This design comes from an exercise in tuning for small area, a short achievable clock period and few clock cycles on the open sky130 flow, not from production work.
No activity file was given, so power comes from the tool's default toggle rates.

==> flow/design.v (excerpt) <==
module CHIP (
    clk, rst_n,
    mem_read_D, mem_write_D, mem_addr_D, mem_wdata_D, mem_rdata_D, mem_ready_D,
    mem_read_I, mem_write_I, mem_addr_I, mem_wdata_I, mem_rdata_I, mem_ready_I,
    DCACHE_addr, DCACHE_wdata, DCACHE_wen
);
    input          clk, rst_n;
    output         mem_read_D;
    output         mem_write_D;
    output [31:4]  mem_addr_D;
    output [127:0] mem_wdata_D;
    input  [127:0] mem_rdata_D;
    input          mem_ready_D;
    output         mem_read_I;
    output         mem_write_I;
    output [31:4]  mem_addr_I;
    output [127:0] mem_wdata_I;
    input  [127:0] mem_rdata_I;
    input          mem_ready_I;
    output [29:0]  DCACHE_addr;
    output [31:0]  DCACHE_wdata;
    output         DCACHE_wen;
    localparam IIB = 2;               
    localparam IW  = 2;               
    localparam IS  = 1 << IIB;
    localparam ISB = 10;              
    localparam ITW = ISB - IIB;       
    localparam DL  = 4;               
    localparam DSB = 10;              
    localparam DTW = DSB;
    localparam MS_IDLE = 2'd0, MS_REQ = 2'd1, MS_WAIT = 2'd2;
    reg  [29:0] pc;                  
    reg         d_v;                 
    reg         d_pj;                
    reg  [31:0] d_ir;
    reg  [29:0] d_pc1;               
    reg         e_v;                 
    reg  [4:0]  e_sa;                
    reg  [31:0] e_yv;                
    reg         e_sub, e_sra, e_srl, e_bne;
    reg         e_osum, e_olog, e_osh, e_oslt, e_olnk;    
    reg  [1:0]  e_lop;
    reg         e_fw;                
    reg  [29:0] e_alt;               
    reg         e_pt;                
    reg  [29:0] ras;                 
    reg  [31:0] e_a, e_b;
    reg  [4:0]  e_rd;
    reg         e_we, e_ld, e_st, e_br, e_jr;
    reg  [31:0] m_res;               
    reg  [31:0] m_sd;
    reg  [4:0]  m_rd;
    reg         m_we, m_ld, m_st, m_fw;
    reg  [31:0] w_val;               
    reg  [4:0]  w_rd;
    reg         w_we;
    reg  [31:0] rf [1:31];
    reg  [31:1] rv;                  
  ...
make LEC_CHECK=0 ABC_CLOCK_PERIOD_IN_PS=4000 CAP_MARGIN=20 CORE_MARGIN=2 CORE_UTILIZATION=45 SETUP_SLACK_MARGIN=5.0 SLEW_MARGIN=20 finish   # period 9.0 ns
run.sh (not shown) runs the stock make flow with config.mk's settings and CLKGATE_MAP_FILE= SYNTH_SCRIPT=/design/flow/synth_recipe.tcl, a recipe that flattens the netlist after the stock synthesis.
Then changed:
--- a/flow/design.v
+++ b/flow/design.v
@@ -234,18 +234,18 @@
             if (m_hw[mi]) m_hl = mi;
         end
     end
     wire m_hit = |m_hw;
     wire m_acc = m_ld | m_st;
     wire d_idle = (ds_st == D_IDLE);
     wire d_busy = (ds_st == D_RREQ) | (ds_st == D_RWAIT);
     wire d_rdy  = (ds_st == D_RWAIT) & mem_ready_D;
-    wire m_rel  = m_ld & (~m_we | (~pl_v & ~(e_v & e_we & (e_rd == m_rd)) &
-                  ~(d_v & ((d_rs == m_rd) | (d_rt == m_rd) | (d_rdf == m_rd) | (m_rd == 5'd31)))));
+    wire m_rel  = m_ld & ~pl_v & ~(e_v & e_we & (e_rd == m_rd)) &
+                  ~(d_v & ((d_rs == m_rd) | (d_rt == m_rd) | (d_rdf == m_rd) | (m_rd == 5'd31)));
     wire d_go   = d_rdy & ~d_st & ~d_pl;                   
     wire d_sblk = m_st & d_busy & (~m_hit | (m_hl == d_vi) | d_rdy);
     wire d_can  = d_idle & ~pl_w;                          
     wire m_vd   = dc_valid[m_vi] & dc_dirty[m_vi];
     wire d_wfst = wbp & (m_vd | (m_line == d_wba));        
     wire d_rst  = m_acc & ~m_hit & m_sh & d_can & ~d_wfst;   
     assign freeze = m_acc & (d_sblk | (~m_hit & ~((m_st | m_rel) & d_rst) & ~d_go));
     wire m_pend = m_ld & ~m_hit & ~d_go;                         
@@ -474,18 +474,18 @@
             for (k = 0; k < DL; k = k + 1) dc_valid[k] <= 1'b0;
             dc_lru <= 3'd0;
         end else begin
             if (m_acc && m_hit && !d_sblk) dc_lru <= lru_touch(dc_lru, m_hl);
             if (pl_wr) begin
                 pl_v <= 1'b0;
                 pl_w <= 1'b0;
             end
-            if (d_rst && m_ld && m_we && m_rel) pl_v <= 1'b1;
-            if (d_rdy && d_pl && pl_v) pl_w <= 1'b1;
+            if (d_rst && m_ld && m_rel) pl_v <= 1'b1;
+            if (d_rdy && d_pl) pl_w <= 1'b1;
             case (ds_st)
                 D_IDLE: begin
                     if (ev_rd) begin
                         dm_rd <= 1'b1;
                         ds_st <= D_RREQ;
                     end else if (ev_wr) begin
                         dm_wr <= 1'b1;
                         ds_st <= D_WREQ;
Worst setup slack gains 110 ps.
Routed wire length went down by 0.40%.
Synthesized area is about the same.
Synthesized cell count is about the same.
Hold slack gains 8.8 ps.
Via count decreases by 0.52%.
Combinational power came out lower by 29%.
Sequential cell count is unchanged.
Total power went down by 4.5%.
No run of this note included a check of the RTL's function; only the layout flow was run.


== Q ==
Another version of the RTL of CHIP (not shown whole).
For scale: about 3400 flip-flops, about 160000 µm² of cells after synthesis.
clock: 9.0 ns
lec_check: 0
abc_clock_period_in_ps: 4000
cap_margin: 20
core_margin: 2
core_utilization: 45
setup_slack_margin: 5.0
slew_margin: 20
Input-level comparison between T and Q:
diff --git a/flow/design.v b/flow/design.v
--- a/flow/design.v
+++ b/flow/design.v
@@ -29,16 +29,14 @@
     localparam DSB = 10;              
     localparam DTW = DSB;
     localparam MS_IDLE = 2'd0, MS_REQ = 2'd1, MS_WAIT = 2'd2;
     reg  [29:0] pc;                  
     reg         d_v;                 
     reg         d_pj;                
     reg  [31:0] d_ir;
-    reg  [3:0]  d_rsh, d_rth;        
-    reg  [7:0]  d_rsl, d_rtl;        
     reg  [29:0] d_pc1;               
     reg         e_v;                 
     reg  [4:0]  e_sa;                
     reg  [31:0] e_yv;                
     reg         e_sub, e_sra, e_srl, e_bne;
     reg         e_osum, e_olog, e_osh, e_oslt, e_olnk;    
     reg  [1:0]  e_lop;
@@ -147,16 +145,16 @@
     wire        d_bpt  = d_br & d_ir[15];                      
     reg  [31:0] d_rfs, d_rft;
     integer r;
     always @(*) begin
         d_rfs = 32'd0;
         d_rft = 32'd0;
         for (r = 1; r < 32; r = r + 1) begin
-            d_rfs = d_rfs | ({32{d_rsh[r / 8] & d_rsl[r % 8] & rv[r]}} & rf[r]);
-            d_rft = d_rft | ({32{d_rth[r / 8] & d_rtl[r % 8] & rv[r]}} & rf[r]);
+            d_rfs = d_rfs | ({32{(d_rs == r) & rv[r]}} & rf[r]);
+            d_rft = d_rft | ({32{(d_rt == r) & rv[r]}} & rf[r]);
         end
     end
     wire d_faww = w_we & (w_rd == d_rs);                 
     wire d_fbww = w_we & (w_rd == d_rt);
     wire [2:0] d_code = d_rtype ? d_fn[2:0] : (d_op[5] ? 3'b000 : d_op[2:0]);
     wire d_sub = (d_code == 3'b010);                           
     wire d_slt = d_sub & (~d_rtype | d_fn[3]);
@@ -364,18 +362,14 @@
             e_pt  <= d_bpt | d_ret;
             if (d_v & ~d_haz & ~e_red & (d_jal | d_jalr)) ras <= d_pc1;
             e_a   <= d_fav;
             e_b   <= d_fbv;
             e_rd  <= d_rd;
             if (!d_haz) begin
                 d_ir  <= f_ir;
-                d_rsh <= 4'b0001 << f_ir[25:24];
-                d_rsl <= 8'b00000001 << f_ir[23:21];
-                d_rth <= 4'b0001 << f_ir[20:19];
-                d_rtl <= 8'b00000001 << f_ir[18:16];
                 d_pc1 <= f_pc1;
                 d_pj  <= f_isj | f_isr;
             end
             if (e_red) begin
                 pc  <= e_tgt;
                 d_v <= 1'b0;
             end else if (d_haz) begin
[summary]
Q and T all finish clean. Slew at the pin closest to its max-slew limit, Q and T: smaller value in T. Measured against each other, Q and T differ in count of inverters other than clock inverters in the layout, the higher figure coming from Q. Non-clock buffer count (T vs. Q) decreases by a few percent. Wire length of the first global-routing pass for T: 0.64% up relative to Q. The fraction of cell area in non-clock buffers in T sits 0.20 points below the value recorded for Q. Compared to Q, T has die area 1200 µm² lower. When T is measured against Q, its share of power burned in combinational logic turns out 0.2 points lower. [diff] hold slack, T relative to Q: improvement. Relative to Q, overall power decreased by 0.00057 W in T.
No run of this note included a check of the RTL's function; only the layout flow was run.

[port drivers added, routing unchanged]
In the flow no input, the clock included, has a driving cell. The finished layouts below were timed again as built, in two steps.
Step 1: set_driving_cell puts a clkbuf_16 on clk and a buf_2 on each other input, an assumption about the parent block.
Step 2 adds t to the input delays and takes it off the output delays; t is the mean of the earliest and latest rising clock arrival at the registers after step 1. Input paths then give back, and output paths get back, about the clock's delay inside the block.
Three values: no drivers, after step 1, after step 2; two values: the first two.
run | t, ns | setup WS [ns] | slew at the worst register clock pin (ns) | worst slew at a driven data input, ns | cell pins on the clock port's net
the first run of note 1 | 1.077 | 4.779 / 4.779 / 3.928 | 0.07 / 0.07 | 0.16 | 1
the second run of note 1 | 1.075 | 4.886 / 4.864 / 4.028 | 0.07 / 0.07 | 0.18 | 1
Q | 1.040 | 4.838 / 4.838 / 4.003 | 0.07 / 0.07 | 0.17 | 1
T | 1.091 | 4.737 / 4.737 / 4.076 | 0.08 / 0.08 | 0.17 | 1
After both steps setup and hold are still met in every run listed. For the second run of note 1, which loses most, drivers alone change the setup slack by -0.022 ns; drivers and shift together by -0.858 ns.
